Background: an optimization exercise with open tools, aiming at small area. Do not read the settings as production practice. In this exercise RTL edits were held to simulation tests only and were not proved equivalent to the original. Power and IR drop assume default switching activity.

**flow/config.mk**
```make
export PLATFORM = sky130hd
export DESIGN_NAME = useless_boxes
export DESIGN_NICKNAME = useless_boxes
export VERILOG_FILES = /design/flow/design.v
export SDC_FILE = /design/flow/constraint.sdc
export NUM_CORES = 4
export LEC_CHECK = 0
export CAP_MARGIN = 20
export CORE_MARGIN = 2
export CORE_UTILIZATION = 40
export PLACE_DENSITY = 0.6
export SLEW_MARGIN = 20
```
**flow/constraint.sdc**
```tcl
create_clock -name core_clock -period 10.0 [get_ports {clk}]
set_input_delay 2.0000 -clock core_clock [delete_from_list [all_inputs] [get_ports {clk}]]
set_output_delay 2.0000 -clock core_clock [all_outputs]
set_load 0.01 [all_outputs]
```
**flow/design.v**
```verilog
module useless_boxes(input  logic       clk,
                     input  logic       reset,
                     input  logic [9:0] switch,
                     output logic [9:0] PWM);
	logic signed [9:0] fa;
	logic [5:0] fb;
	logic frame0;
	assign frame0 = reset || (fa == -10'sd281 && fb == 6'd0);   
	always_ff @(posedge clk)
		if (frame0) begin
			fa <= 10'sd53;   
			fb <= 6'd40;
		end else if (fb == 6'd59) begin
			fa <= fa - 10'sd1;
			fb <= 6'd0;
		end else
			fb <= fb + 6'd1;
	logic lt3200, lt1500;
	assign lt3200 = !fa[9];
	assign lt1500 = fa > 10'sd28 || (fa == 10'sd28 && fb < 6'd40);
	logic [5:0] rq;
	logic [4:0] rs;
	logic [4:0] kq, kf;
	logic [5:0] ks;
	logic goq, gos;
	assign kf = (fa[4:0] > 5'd20) ? 5'd20 : fa[4:0];   
	assign goq = fa < 10'sd12;                               
	assign gos = fa < 10'sd24 || (fa == 10'sd24 && fb > 6'd20);   
	logic evq, evs;
	assign evq = &rq;
	assign evs = &rs;
	always_ff @(posedge clk)
		if (frame0) begin
			rq <= 6'b110110;   
			rs <= 5'b10010;    
			kq <= 5'd20;
			ks <= 6'd50;
		end else begin
			rq <= evq ? 6'b101000 : {rq[4:0], rq[5] ^ rq[4]};
			rs <= evs ? 5'b11000 : {rs[3:0], rs[4] ^ rs[2]};
			if (evq && goq) kq <= kq - 5'd1;
			if (evs && gos) ks <= ks - 6'd1;
		end
	genvar i;
	generate
		for (i = 0; i < 10; i = i + 1) begin : box_gen_loop
			useless_box box(.clk(clk), .reset(reset), .sw(switch[i]),
			                .lt3200(lt3200), .lt1500(lt1500),
			                .kq(kq), .ks(ks), .kf(kf), .PWM(PWM[i]));
		end
	endgenerate
endmodule
module useless_box(input  logic       clk,
                   input  logic       reset,
                   input  logic       sw,
                   input  logic       lt3200,
                   input  logic       lt1500,
                   input  logic [4:0] kq, kf,
                   input  logic [5:0] ks,
                   output logic       PWM);
	logic w, h;
	always_ff @(posedge clk) begin
		w <= !reset && !w && !h && sw;
		h <= !reset && (w || (h && sw));
	end
	logic [2:0] s;
	always_ff @(posedge clk)
		if (reset) s <= 3'd1;
		else if (w) s <= {s[1:0], s[2] ^ s[1]};
	localparam logic [16:0] CLR = 17'h00204;
	localparam logic [16:0] INV = 17'h0AAAA;
	logic [16:0] r, q, qn;
	logic z, step;
	assign q = r ^ INV;
	assign z = (q[15:0] == 16'd0);
	assign step = z & !q[16];
	assign qn = {q[15:0], q[16] ^ q[13] ^ z};
	always_ff @(posedge clk)
		if (reset || w) r <= CLR ^ INV;
		else r <= qn ^ INV;
	logic [5:0] n;
	logic sat;
	assign sat = n[5] & n[4] & n[2];   
	always_ff @(posedge clk)
		if (reset || w) n <= 6'd0;
		else if (step && !sat) n <= n + 6'd1;
	logic [5:0] k;
	assign k = ({6{!s[1]}} & {1'b0, kq}) | ({6{s[1] & !s[0]}} & ks) | ({6{s[1] & s[0]}} & {1'b0, kf});
	logic [6:0] c;
	assign c[0] = 1'b0;
	genvar j;
	generate
		for (j = 0; j < 6; j = j + 1) begin : cmp
			assign c[j+1] = (n[j] & !k[j]) | (n[j] & c[j]) | (!k[j] & c[j]);
		end
	endgenerate
	logic act;
	assign act = sw & !w;
	always_ff @(posedge clk)
		PWM <= lt3200 & (!act | lt1500 | !c[6]);
endmodule
```
**flow/flow/run.sh**
```bash
#!/bin/bash
# Layout: the standard flow (standard.sh) with these changes:
#  - synthesis is synth_recipe.tcl unchanged except that ABC maps the
#    combinational logic with the area-oriented script area.abc
#    (area_synth.tcl); registers and their names are untouched;
#  - adders are left to ABC instead of being mapped to half/full-adder
#    cells beforehand (ADDER_MAP_FILE empty);
#  - the input and output ports are buffered with buf_1 cells;
set -uo pipefail
work=$(pwd)
bash standard.sh \
  "SYNTH_SCRIPT=$work/flow/area_synth.tcl" \
  "ADDER_MAP_FILE=" \
  "BUFFER_PORTS_ARGS=-inputs -outputs -buffer_cell sky130_fd_sc_hd__buf_1" \
  "CTS_ARGS=-sink_clustering_enable -repair_clock_nets -dont_use_dummy_load -buf_list sky130_fd_sc_hd__clkbuf_4 -sink_clustering_size 10 -sink_clustering_max_diameter 50" \
  finish > standard.log 2>&1
```
**flow/flow/area.abc**
```
strash
&get -n
&fraig -x
&put
scorr
dc2
strash
balance
rewrite
refactor
balance
rewrite
rewrite -z
balance
refactor -z
rewrite -z
balance
&get -n
&dch -f
&nf -R 3000 -a -E 50
&put
strash
balance
rewrite
refactor
balance
rewrite
rewrite -z
balance
refactor -z
rewrite -z
balance
&get -n
&dch -f
&nf -R 3000 -a -E 50
&put
topo
stime -c
```
**flow/flow/area_synth.tcl**
```tcl
# The standard synthesis (synth_recipe.tcl, sourced unchanged), except
# that ABC maps the logic with the area-oriented script area.abc beside
# this file. Registers, their names and cell types are not affected: ABC
# only remaps the combinational logic between them.
set area_abc [file join [file dirname [file normalize [info script]]] area.abc]
proc abc {args} {
  global area_abc
  set i [lsearch -exact $args -script]
  if {$i >= 0} {
    set args [lreplace $args $i [expr {$i + 1}] -script $area_abc]
  }
  yosys abc {*}$args
}
source [file join [file dirname [file dirname $area_abc]] synth_recipe.tcl]
```
**flow/standard.sh**
```bash
#!/bin/bash
# synth_recipe.tcl (not shown) runs the flow's synth.tcl, then flattens the netlist and writes it again
# the make line also repeats each setting of config.mk as NAME=value (left out here)
make -C /OpenROAD-flow-scripts/flow DESIGN_CONFIG=/design/flow/config.mk WORK_HOME=/design/flow/orfs CLKGATE_MAP_FILE= SYNTH_SCRIPT=/design/flow/synth_recipe.tcl "${@:-finish}"
```
==> results by group, run 1 <==
Run status
  – Outcome: no timing/DRC/antenna violations

Synthesis
  – Unique masters post-synth: 40
  – Synth Warn #: 2
  – Post-synthesis area per instance: roughly 9.3 µm²
  – Seq cells post-synth: approximately 330
  – Sequential share of the synthesized area: 0.5792
  – Cells after Synth: between 1k and 1.5k
  – Syn_nets: about 1.2k
  – Area of the mapped netlist: 11340 µm²

STA
  – Max Fclk: 317.9 MHz
  – Setup ws final: 6.855 ns
  – RSZ-0062 raised after global routing: no
  – Max-slew headroom: 0.3882
  – Fin crit share: 0.3145
  – Finish-stage setup viols: 0
  – Post-layout min period: 3.145 ns
  – Max Slew Vio Count: 0
  – Clk_skew: 0.08698 ns
  – Hold Fails Final Rpt: 0
  – Worst-margin pin slew: 0.9164 ns
  – Setup TNS: 0 ns

Die
  – Die area: 29700 µm²
  – I/O pin count: 22
  – Placement Rows: 61
  – Die width: 172.3 µm
  – Die Span Y: 172.3 µm
  – Initial Util: 0.4069
  – Core Footprint: 27860 µm²

Global routing
  – GRT Residual Overflow: 0
  – Vias in the first global route: approximately 8k
  – First-pass GRT wire length: roughly 40000 µm
  – Gr usage total: 0.1641
  – Initial antenna violation count: 2
  – Largest net degree at the start of global routing: 64

Worst setup path
  – Bufs and invs on worst path: 1
  – Critical path peak fanout: 1
  – Crit end category: output port
  – Required @ worst endpoint: 8.00 ns
  – Crit Reg-Reg Startpoint: fa[4]
  – Crit Path Category: reg2out
  – CP max stage delay: 0.35 ns
  – CP max stage cell: dfxtp_1
  – Worst-path cell chain: buf_1
  – Crit path launch type: flip-flop
  – Register-to-register setup slack: ~7 ns
  – Arr. time, crit path: 1.15 ns
  – Worst reg2reg path depth: 10
  – RR Endpoint: box_gen_loop[7].box.PWM
  – Top delay family on crit path: flip-flops

CTS
  – Clock Pin Slew Worst Setup and Hold Paths: 0.09 ns
  – Hold_buf cts: 0
  – Clock Latency Late Sink: 0.65 ns
  – CTS H-tree depth: 2
  – CTS sink cnt: 328
  – CTS max path bufs: 3
  – Post_cts resized: 0
  – Post-CTS setup buffer count: 0
  – CTS Buf Count: 41
  – CTS tree: done
  – Root buffer cell: clkbuf_4

Detailed routing
  – Post-route DRC: 0
  – DRT iter0 DRCs: around 740
  – Vias per cell: 5.393
  – DR vias: 8888
  – Final ANT Viol Nets: 0
  – DR WL/cell: ~15 µm
  – DR pass1 iterations: 9
  – Final wirelength: 24330 µm

Min path
  – Hold Crit Endpoint: box_gen_loop[5].box.r[11]
  – Hold Path Depth: 1
  – Min-delay src: box_gen_loop[5].box.r[10]
  – Hold WC Path Type: reg2reg

Flow run
  – MaxCap Viol Count: 0

Placement
  – Placement Setup Slack: 6.315 ns
  – Number of port buffers: 21
  – DP HPWL: 15550 µm
  – Placed Area: around 12000 µm²
  – Routability Congestion: roughly 0.77

Cells and area
  – Layout net count: 1282
  – Most frequent cells in the layout: dfxtp_1 (328), nor2_1 (215), nand2_1 (135), a21oi_1 (86), o21ai_0 (61)
  – Area grow syn2layout: 7.175%
  – Layout cells sized above 1: 0.03549
  – Commonest non-fill, non-tap cell in the layout: dfxtp_1
  – Final Instance Area: 12150 µm²

Power and ir drop
  – Worst VDD drop: 0.05468 mV
  – Static Leakage: 4.358 nW
  – PwrDens: around 170 nW/µm²
==> routing by layer <==
metal / track usage / vias to the layer above / share of wire
li1: - / 4504 / -
met1: 0.2228 / 4105 / 0.48
met2: 0.2581 / 216 / 0.43
met3: 0.03273 / 63 / 0.054
met4: 0.06138 / 0 / 0.030
met5: 0 / - / 0
==> sequential cells by signal (all words and copies together) (netlist names) <==
name,count
box_gen_loop.box.r,170
box_gen_loop.box.n,60
box_gen_loop.box.s,30
box_gen_loop.box.PWM,10
box_gen_loop.box.h,10
box_gen_loop.box.w,10
fa,10
fb,6
ks,6
rq,6
kq,5
rs,5
==> worst max-delay path by stage <==
stage | from | end | slack [ns] | depth (start not counted)
6_report | box_gen_loop[3].box.PWM | PWM[3] | 6.85 | 1
5_1_grt | box_gen_loop[6].box.PWM | PWM[6] | 6.77 | 1
4_1_cts | box_gen_loop[6].box.PWM | PWM[6] | 6.79 | 1
3_5_place_dp | reset | box_gen_loop[2].box.n[1] | 6.32 | 5
3_3_place_gp | reset | box_gen_loop[4].box.n[1] | 6.34 | 5
2_1_floorplan | reset | fb[4] | 6.90 | 3
==> metrics by stage <==
stage / instances / hold WS (ns) / util / total power, mW
6_report: 1648 / 0.3475 / 0.4361 / 2.091
5_1_grt: 1648 / 0.3770 / 0.4361 / 2.202
4_1_cts: 1646 / 0.3519 / 0.4359 / 2.125
3_5_place_dp: 1605 / 0.3649 / 0.4249 / 1.531
3_3_place_gp: 1605 / 0.3595 / 0.4249 / 1.528
2_1_floorplan: 1213 / 0.3576 / - / 1.494
==> worst reg2reg max path: cells and delay by family (launching register included) <==
family | cells | cell delay (ns)
DFF | 1 | 0.87
AOI/OAI and AO/OA | 6 | 1.01
and+or+nand+nor | 4 | 0.93
==> Yosys cell counts <==
library cell	count	area [µm²]
a221oi_1	15	131.4
a31o_1	1	8.760
a31oi_1	2	12.51
a21o_1	1	7.510
o22ai_1	14	87.58
a311oi_1	9	78.83
a222oi_1	40	400.4
nor4_1	21	131.4
o21ai_0	61	305.3
o311a_1	1	10.01
a21oi_1	86	430.4
maj3_1	7	70.07
nor2_1	215	807.0
a41oi_1	8	70.07
nand3_1	15	75.07
and4_1	1	8.760
nand2_1	135	506.7
and2_0	29	181.4
o221ai_1	1	8.760
or3_1	6	37.54
nand4_1	22	137.6
a211oi_1	11	82.58
o2111ai_1	2	17.52
mux2i_1	10	100.1
xnor2_1	16	140.1
nor4b_1	2	17.52
clkinv_1	24	90.09
a221o_1	1	10.01
buf_4	10	75.07
o211ai_1	1	7.510
dfxtp_1	328	6566
nor3b_1	3	22.52
or2_0	13	81.33
xor2_1	2	17.52
nand2b_1	6	37.54
and3b_1	1	8.760
and3_1	25	156.4
o21a_1	14	105.1
a22oi_1	9	67.56
nor3_1	45	225.2
==> layout make-up <==
cell class | instances | area [µm²]
multi-input cells | 851 | 4604
flip-flops and latches | 328 | 6566
well taps | 378 | 473.0
fillers | 2747 | 15710
diodes | 2 | 5.005
repair buffers | 24 | 102.6
clock buffers | 41 | 307.8
inverters | 24 | 90.09
==> power by group <==
group	internal (mW)	switching [mW]	leakage [nW]
logic	0.0463	0.0719	1.49
registers	1.35	0.0328	2.68
clock network	0.189	0.402	0.189
==> logic make-up after synthesis <==
family	after synthesis	share of synthesized area
AND/OR/NAND/NOR	539	0.2148
buffers and inverters	34	0.01457
AO/OA/AOI/OAI	277	0.1625
adder cells (fa/ha/maj)	7	0.006181
flip-flops	328	0.5792
multiplexers	10	0.008830
XOR/XNOR	18	0.01391
==> inputs of run 2 (changes only) <==
--- a/flow/design.v
+++ b/flow/design.v
@@ -6,10 +6,13 @@
 	logic [5:0] fb;
 	logic frame0;
-	assign frame0 = reset || (fa == -10'sd281 && fb == 6'd0);   
+	logic fa_last, fb_last;
+	assign fa_last = !fa[8] && fa[6] && !fa[4] && !fa[3];
+	assign fb_last = fb[5] && fb[4] && fb[3] && fb[1] && fb[0];
+	assign frame0 = reset || (fa_last && fb == 6'd0);   
 	always_ff @(posedge clk)
 		if (frame0) begin
 			fa <= 10'sd53;   
 			fb <= 6'd40;
-		end else if (fb == 6'd59) begin
+		end else if (fb_last) begin
 			fa <= fa - 10'sd1;
 			fb <= 6'd0;
--- a/flow/flow/area.abc
+++ b/flow/flow/area.abc
@@ -21,4 +21,5 @@
 &put
 strash
+dc2
 balance
 rewrite
==> results by group, run 2 <==
Cells and area
  – Commonest non-fill, non-tap cell in the layout: dfxtp_1 (unchanged)
  – Layout cells sized above 1: 0.03506 (was 0.03549)
  – Largest Register: box_gen_loop.box.r (unchanged)
  – Max reg flops: 170 (unchanged)
  – Area grow syn2layout: 7.145% (was 7.175%)
  – Fill cells: 2709 (was 2747)
  – Most frequent cells in the layout: dfxtp_1 (328), nor2_1 (202), nand2_1 (142), a21oi_1 (82), o21ai_0 (64) (was dfxtp_1 (328), nor2_1 (215), nand2_1 (135), a21oi_1 (86), o21ai_0 (61))
  – Regs by FF count: box_gen_loop.box.r x170, box_gen_loop.box.n x60, box_gen_loop.box.s x30 (unchanged)
  – Layout net count: 1269 (was 1282)

STA
  – Finish-stage setup viols: 0 (unchanged)
  – Hold_ws: 0.3332 ns (was 0.3475 ns)
  – Fin crit share: 0.3230 (was 0.3145)
  – Max Fclk: 309.6 MHz (was 317.9 MHz)
  – RSZ-0062 raised after global routing: no (unchanged)
  – Max Slew Vio Count: 0 (unchanged)
  – Setup ws final: 6.770 ns (was 6.855 ns)
  – Setup TNS: 0 ns (unchanged)
  – Max-slew headroom: 0.3655 (was 0.3882)
  – Clk_skew: 0.04906 ns (was 0.08698 ns)
  – Post-layout min period: 3.230 ns (was 3.145 ns)
  – Worst-margin pin slew: 0.9513 ns (was 0.9164 ns)
  – Hold Fails Final Rpt: 0 (unchanged)

Global routing
  – Gr usage total: 0.1638 (was 0.1641)
  – Vias in the first global route: 8156 (was 8247)
  – GRT Residual Overflow: 0 (unchanged)
  – First-pass GRT wire length: 39560 µm (was 39670 µm)
  – Largest net degree at the start of global routing: 52 (was 64)
  – Initial antenna violation count: 1 (was 2)

Power and ir drop
  – Design Power: 2.073 mW (was 2.091 mW)
  – Static Leakage: 4.356 nW (was 4.358 nW)
  – Comb pwr share: 0.055 (was 0.056)
  – Clock Power Share: 0.280 (was 0.283)
  – PwrDens: 172.1 nW/µm² (about the same)
  – Sequential Power Share: 0.665 (was 0.661)
  – Net Sw Frac: 0.2397 (was 0.2423)
  – Worst VDD drop: 0.04903 mV (was 0.05468 mV)
  – Int Power: 1.576 mW (was 1.585 mW)
  – Net Switching: 0.4968 mW (was 0.5068 mW)

Synthesis
  – Top-count cell post-synth: dfxtp_1 (unchanged)
  – Synth area leaders: dfxtp_1 (58%), nor2_1 (6.7%), nand2_1 (4.7%), a21oi_1 (3.7%), a222oi_1 (3.6%) (was dfxtp_1 (58%), nor2_1 (7.1%), nand2_1 (4.5%), a21oi_1 (3.8%), a222oi_1 (3.5%))
  – Post-synth EDFFs: 0 (unchanged)
  – Ys async rst share: 0 (unchanged)
  – Seq cells post-synth: 328 (unchanged)
  – Area leader, netlist: dfxtp_1 (unchanged)
  – Top FF cell, synth: dfxtp_1 (unchanged)
  – Synth Warn #: 2 (unchanged)
  – Post-synthesis area per instance: 9.361 µm² (was 9.345 µm²)
  – Sequential share of the synthesized area: 0.5841 (was 0.5792)
  – Unique masters post-synth: 39 (was 40)
  – Share of the synthesized area in the top cell type: 0.5841 (was 0.5792)
  – Synth top cells by count: dfxtp_1 (328), nor2_1 (202), nand2_1 (142), a21oi_1 (82), o21ai_0 (64) (was dfxtp_1 (328), nor2_1 (215), nand2_1 (135), a21oi_1 (86), o21ai_0 (61))
  – Area of the mapped netlist: 11240 µm² (was 11340 µm²)
  – Syn_nets: 1213 (was 1225)
  – Cells after Synth: 1201 (was 1213)

Worst setup path
  – Worst reg2reg path depth: 8 (was 10)
  – Crit Path Category: reg2reg (was reg2out)
  – Crit path launch type: flip-flop (unchanged)
  – Crit Reg-Reg Startpoint: fa[4] (unchanged)
  – Critical path peak fanout: 19 (was 1)
  – Required @ worst endpoint: 10.54 ns (was 8.00 ns)
  – Critical path origin: fa[4] (was box_gen_loop[3].box.PWM)
  – Arr. time, crit path: 3.77 ns (was 1.15 ns)
  – Register-to-register setup slack: 6.77 ns (was 7.01 ns)
  – RR Endpoint: box_gen_loop[2].box.PWM (was box_gen_loop[7].box.PWM)
  – Crit end category: flip-flop (was output port)

Run status
  – Outcome: no timing/DRC/antenna violations (unchanged)

Min path
  – Hold Crit Endpoint: box_gen_loop[5].box.r[7] (was box_gen_loop[5].box.r[11])
  – Hold Path Depth: 1 (unchanged)
  – Hold WC Path Type: reg2reg (unchanged)
  – Min-delay src: box_gen_loop[5].box.r[6] (was box_gen_loop[5].box.r[10])

Placement
  – Placement Setup Slack: 6.336 ns (was 6.315 ns)
  – DP HPWL: 15310 µm (was 15550 µm)
  – Number of port buffers: 21 (unchanged)
  – Routability Congestion: 0.8019 (was 0.7704)

Flow run
  – MaxCap Viol Count: 0 (unchanged)

Die
  – Die area: 29460 µm² (was 29700 µm²)
  – Initial Util: 0.4058 (was 0.4069)
  – Die Span Y: 171.6 µm (was 172.3 µm)
  – Die width: 171.6 µm (was 172.3 µm)
  – Placement Rows: 61 (unchanged)
  – I/O pin count: 22 (unchanged)
  – Core Footprint: 27710 µm² (was 27860 µm²)

CTS
  – CTS H-tree depth: 2 (unchanged)
  – Clock Pin Slew Worst Setup and Hold Paths: 0.10 ns (was 0.09 ns)
  – Post_cts resized: 0 (unchanged)
  – Hold_buf cts: 0 (unchanged)
  – CTS sink cnt: 328 (unchanged)
  – CTS Buf Count: 40 (was 41)
  – Clock Latency Late Sink: 0.65 ns (about the same)
  – Post-CTS setup buffer count: 0 (unchanged)
  – CTS tree: done (unchanged)
  – CTS max path bufs: 3 (unchanged)
  – Root buffer cell: clkbuf_4 (unchanged)

Detailed routing
  – DR pass1 iterations: 8 (was 9)
  – DRT iter0 DRCs: 696 (was 736)
  – Final wirelength: 24100 µm (was 24330 µm)
  – Final ANT Viol Nets: 0 (unchanged)
  – Vias per cell: 5.401 (was 5.393)
  – DR WL/cell: 14.75 µm (was 14.76 µm)
  – Post-route DRC: 0 (unchanged)
  – DR vias: 8826 (was 8888)
-- run 2: cell count changes in the layout (fill, tap and decap cells not counted), sizes merged, moves of 7 or more --
| cell | change |
|---|---|
| clkinv | -9 |
| a31oi | +10 |
| nand2 | +7 |
| a211oi | -7 |
| nor2b | +7 |
| nor2 | -13 |
| a41oi | -8 |
-- run 2: critical path, stage by stage (launching register included) --
cell      delay (ns)
dfxtp_1         0.60
o21ai_0         0.22
and2_0          0.77
a221oi_1        0.23
maj3_1          0.41
maj3_1          0.36
a21oi_1         0.11
o21ai_0         0.10
a31oi_1         0.31
-- run 2: cell families after synthesis --
| family | share of synthesized area |
|---|---|
| buffers and inverters | 0.01169 |
| adders and majority gates | 0.01068 |
| DFF | 0.5841 |
| AOI/OAI and AO/OA | 0.1547 |
| muxes | 0.003562 |
| and+or+nand+nor | 0.2228 |
| xor gates and xnor gates | 0.01246 |
-- run 2: power by group through the flow --
| stage | registers, mW | logic, mW | clock network [mW] |
|---|---|---|---|
| 3_5_place_dp | 1.41 | 0.115 | 0 |
| 4_1_cts | 1.38 | 0.115 | 0.614 |
| 6_report | 1.38 | 0.114 | 0.581 |
| 5_1_grt | 1.39 | 0.132 | 0.660 |
| 2_1_floorplan | 1.40 | 0.0875 | 0 |
| 3_3_place_gp | 1.41 | 0.112 | 0 |
-- run 2: worst max-delay path by stage --
stage | to | cells after the start | slack, ns
after floorplan | fb[4] | 3 | 6.86
after global placement | box_gen_loop[0].box.n[3] | 5 | 6.35
after detailed placement | box_gen_loop[6].box.n[3] | 5 | 6.34
after CTS | PWM[2] | 1 | 6.80
after global routing | box_gen_loop[2].box.PWM | 8 | 6.58
final | box_gen_loop[2].box.PWM | 8 | 6.77
-- run 2: routing by layer --
metal / track usage / vias up / share of wire
li1: - / 4456 / -
met1: 0.2255 / 4132 / 0.48
met2: 0.2541 / 179 / 0.43
met3: 0.03636 / 59 / 0.061
met4: 0.05490 / 0 / 0.024
met5: 0 / - / 0
-- run 2: cell type report --
class | instances | area (µm²) | area share
sequential | 328 | 6566 | 0.5451
inverter | 15 | 56.30 | 0.004674
timing repair buffer | 24 | 102.6 | 0.008518
tap | 378 | 473.0 | 0.03926
antenna | 1 | 2.502 | 0.0002077
multi-input combinational | 848 | 4544 | 0.3773
clock buffer | 40 | 300.3 | 0.02493
-- run 2: metrics by stage --
step / utilization / instances / cell area [µm²]
2_1_floorplan: - / 1201 / 11240
3_3_place_gp: 0.4238 / 1593 / 11740
3_5_place_dp: 0.4238 / 1593 / 11740
4_1_cts: 0.4347 / 1633 / 12040
5_1_grt: 0.4348 / 1634 / 12050
6_report: 0.4348 / 1634 / 12050
==> inputs of run 3 (changes only) <==
--- a/flow/flow/run.sh
+++ b/flow/flow/run.sh
@@ -13,4 +13,4 @@
   "ADDER_MAP_FILE=" \
   "BUFFER_PORTS_ARGS=-inputs -outputs -buffer_cell sky130_fd_sc_hd__buf_1" \
-  "CTS_ARGS=-sink_clustering_enable -repair_clock_nets -dont_use_dummy_load -buf_list sky130_fd_sc_hd__clkbuf_4 -sink_clustering_size 10 -sink_clustering_max_diameter 50" \
+  "CTS_ARGS=-sink_clustering_enable -repair_clock_nets -dont_use_dummy_load -buf_list {sky130_fd_sc_hd__clkbuf_2 sky130_fd_sc_hd__clkbuf_4} -sink_clustering_size 10 -sink_clustering_max_diameter 50" \
   finish > standard.log 2>&1
==> results by group, run 3 <==
Min path
  – Hold Crit Endpoint: box_gen_loop[5].box.r[7] (unchanged)
  – Hold WC Path Type: reg2reg (unchanged)
  – Hold Path Depth: 1 (unchanged)
  – Min-delay src: box_gen_loop[5].box.r[6] (unchanged)

Cells and area
  – Largest Register: box_gen_loop.box.r (unchanged)
  – Max reg flops: 170 (unchanged)
  – Area grow syn2layout: 7.145% (unchanged)
  – Layout cells sized above 1: 0.03506 (unchanged)
  – Regs by FF count: box_gen_loop.box.r x170, box_gen_loop.box.n x60, box_gen_loop.box.s x30 (unchanged)
  – Fin cells: 1634 (unchanged)
  – Layout net count: 1269 (unchanged)
  – Most frequent cells in the layout: dfxtp_1 (328), nor2_1 (202), nand2_1 (142), a21oi_1 (82), o21ai_0 (64) (unchanged)
  – Final core occ: 0.4348 (unchanged)
  – Commonest non-fill, non-tap cell in the layout: dfxtp_1 (unchanged)

Run status
  – Outcome: no timing/DRC/antenna violations (unchanged)

Worst setup path
  – RR Endpoint: box_gen_loop[2].box.PWM (unchanged)
  – Critical path peak fanout: 19 (unchanged)
  – Crit Reg-Reg Startpoint: fa[4] (unchanged)
  – Worst reg2reg path depth: 8 (unchanged)
  – Register-to-register setup slack: 6.77 ns (about the same)
  – Crit path launch type: flip-flop (unchanged)
  – Crit Path Category: reg2reg (unchanged)
  – Required @ worst endpoint: 10.54 ns (about the same)
  – Arr. time, crit path: 3.77 ns (about the same)
  – Crit end category: flip-flop (unchanged)

Synthesis
  – Synth Area in Simple Gates: 0.2228 (unchanged)
  – Synth top cells by count: dfxtp_1 (328), nor2_1 (202), nand2_1 (142), a21oi_1 (82), o21ai_0 (64) (unchanged)
  – Synth Area in Adders: 0.01068 (unchanged)
  – Area fraction in compound gates after synthesis: 0.1547 (unchanged)
  – Multiplexer share of the synthesized area: 0.003561 (unchanged)
  – Top-count cell post-synth: dfxtp_1 (unchanged)
  – Share of the synthesized area in the top cell type: 0.5841 (unchanged)
  – Post-synthesis area per instance: 9.361 µm² (unchanged)
  – Sequential share of the synthesized area: 0.5841 (unchanged)
  – Unique masters post-synth: 39 (unchanged)
  – Synth area leaders: dfxtp_1 (58%), nor2_1 (6.7%), nand2_1 (4.7%), a21oi_1 (3.7%), a222oi_1 (3.6%) (unchanged)
  – Largest family of logic cells by synthesized area: simple AND/OR/NAND/NOR gates (unchanged)
  – Post-synth EDFFs: 0 (unchanged)
  – Ys async rst share: 0 (unchanged)
  – Cells after Synth: 1201 (unchanged)
  – Top FF cell, synth: dfxtp_1 (unchanged)
  – Area leader, netlist: dfxtp_1 (unchanged)
  – XOR/XNOR Fraction of Synth Area: 0.01247 (unchanged)
  – Syn_nets: 1213 (unchanged)
  – Area of the mapped netlist: 11240 µm² (unchanged)
  – Seq cells post-synth: 328 (unchanged)
  – Synth Warn #: 2 (unchanged)

Die
  – Die width: 171.6 µm (unchanged)
  – Die Span Y: 171.6 µm (unchanged)
  – Placement Rows: 61 (unchanged)
  – Initial Util: 0.4058 (unchanged)
  – Core Footprint: 27710 µm² (unchanged)
  – Die area: 29460 µm² (unchanged)
  – I/O pin count: 22 (unchanged)

CTS
  – Root buffer cell: clkbuf_4 (unchanged)
  – CTS sink cnt: 328 (unchanged)
  – CTS max path bufs: 3 (unchanged)
  – Clock Pin Slew Worst Setup and Hold Paths: 0.10 ns (about the same)
  – CTS H-tree depth: 2 (unchanged)
  – Clock Latency Late Sink: 0.65 ns (about the same)
  – Hold_buf cts: 0 (unchanged)
  – Post-CTS setup buffer count: 0 (unchanged)
  – Post_cts resized: 0 (unchanged)
  – CTS tree: done (unchanged)
  – CTS Buf Count: 40 (unchanged)

Global routing
  – Vias in the first global route: 8156 (unchanged)
  – Initial antenna violation count: 1 (unchanged)
  – First-pass GRT wire length: 39560 µm (unchanged)
  – Largest net degree at the start of global routing: 52 (unchanged)
  – Gr usage total: 0.1638 (unchanged)
  – GRT Residual Overflow: 0 (unchanged)

Flow run
  – MaxCap Viol Count: 0 (unchanged)

Placement
  – DP HPWL: 15310 µm (unchanged)
  – Routability Congestion: 0.8019 (unchanged)
  – Number of port buffers: 21 (unchanged)
  – Inst Count DP: 1593 (unchanged)

Power and ir drop
  – Worst VDD drop: 0.04903 mV (unchanged)
  – Static Leakage: 4.356 nW (unchanged)
  – PwrDens: 172.1 nW/µm² (unchanged)

STA
  – Max Slew Vio Count: 0 (unchanged)
  – Hold Fails Final Rpt: 0 (unchanged)
  – RSZ-0062 raised after global routing: no (unchanged)
  – Finish-stage setup viols: 0 (unchanged)
  – Post-layout min period: 3.230 ns (unchanged)
  – Fin crit share: 0.3230 (unchanged)
  – Clk_skew: 0.04906 ns (unchanged)
  – Max Fclk: 309.6 MHz (unchanged)
  – Max-slew headroom: 0.3655 (unchanged)
  – Worst-margin pin slew: 0.9513 ns (unchanged)
  – Setup TNS: 0 ns (unchanged)

Detailed routing
  – Post-route DRC: 0 (unchanged)
  – DR WL/cell: 14.75 µm (unchanged)
  – DR pass1 iterations: 8 (unchanged)
  – Final ANT Viol Nets: 0 (unchanged)
  – Final wirelength: 24100 µm (unchanged)
  – Vias per cell: 5.401 (unchanged)
  – DR vias: 8826 (unchanged)
  – DRT iter0 DRCs: 696 (unchanged)
-- run 3: cell counts after synthesis --
Identical to the previous run, type by type.
-- run 3: power breakdown --
part	total (mW)	leakage [nW]	internal [mW]	switching (mW)
combinational	0.114	1.50	0.0432	0.0707
clock	0.581	0.184	0.185	0.396
sequential	1.38	2.68	1.35	0.0304
total	2.07	4.36	1.58	0.497
-- run 3: worst max path at each step --
| stage | from | to | slack, ns | depth (start not counted) |
|---|---|---|---|---|
| 5_1_grt | fa[4] | box_gen_loop[2].box.PWM | 6.58 | 8 |
| 2_1_floorplan | reset | fb[4] | 6.86 | 3 |
| 4_1_cts | box_gen_loop[2].box.PWM | PWM[2] | 6.80 | 1 |
| 6_report | fa[4] | box_gen_loop[2].box.PWM | 6.77 | 8 |
| 3_5_place_dp | reset | box_gen_loop[6].box.n[3] | 6.34 | 5 |
| 3_3_place_gp | reset | box_gen_loop[0].box.n[3] | 6.35 | 5 |
-- run 3: layout make-up --
cell class	count	area, µm²
Fill cell	2709	15660
Sequential cell	328	6566
Multi-Input combinational cell	848	4544
Tap cell	378	473.0
Clock buffer	40	300.3
Timing Repair Buffer	24	102.6
Inverter	15	56.30
Antenna cell	1	2.502
-- run 3: cell families (layout without fill, tap and decap cells) --
logic type | count (synthesis) | count (layout)
buffers and inverters | 25 | 79
muxes | 4 | 4
DFF | 328 | 328
AOI/OAI and AO/OA | 266 | 266
adders and majority gates | 12 | 12
other | 0 | 1
and+or+nand+nor | 550 | 550
xor gates and xnor gates | 16 | 16
-- run 3: critical path, cell delays in order (launching register included) --
cell and delay (ns):
dfxtp_1 0.60, o21ai_0 0.22, and2_0 0.77, a221oi_1 0.23, maj3_1 0.41, maj3_1 0.36, a21oi_1 0.11, o21ai_0 0.10
a31oi_1 0.31
-- run 3: per-layer routing --
metal	routed length (µm)	GRT usage
met1	11610	0.2255
met3	1459	0.03636
met2	10440	0.2541
met5	0	0
met4	587	0.05490
-- run 3: metrics by stage --
stage	setup WS, ns	hold slack, ns	instance area [µm²]	power, mW
3_5_place_dp	6.336	0.3662	11740	1.523
6_report	6.770	0.3332	12050	2.073
4_1_cts	6.802	0.3349	12040	2.108
2_1_floorplan	6.864	0.3576	11240	1.487
3_3_place_gp	6.354	0.3612	11740	1.520
5_1_grt	6.575	0.3682	12050	2.177

afterwards: timing with drivers on the ports:
No port has a modelled driver above. Below, the same layouts with a new extraction and two added sets of constraints. Step 1 assumes that a clkbuf_16 drives the clock port and a buf_2 every other input. Step 2 adds t to the input delays and takes it off the output delays; t is the mean of the earliest and latest rising clock arrival at the registers after step 1. Input paths then give back, and output paths get back, about the clock's delay inside the block. Slacks: ideal ports / drivers / drivers and shift; pairs: ideal ports / drivers.
run	shift t [ns]	setup WS [ns]	latest minus earliest clock arrival (ns)	slew at the worst register clock pin (ns)
run 1	0.657	6.855 / 6.808 / 6.364	0.089 / 0.089	0.11 / 0.11
run 2	0.667	6.770 / 6.770 / 6.379	0.049 / 0.050	0.11 / 0.11
run 3	0.667	6.770 / 6.770 / 6.379	0.049 / 0.050	0.11 / 0.11
After both steps every run listed still meets setup and hold. The setup slack of run 1, which loses most, moves by -0.047 ns with the drivers and by -0.491 ns with both steps.
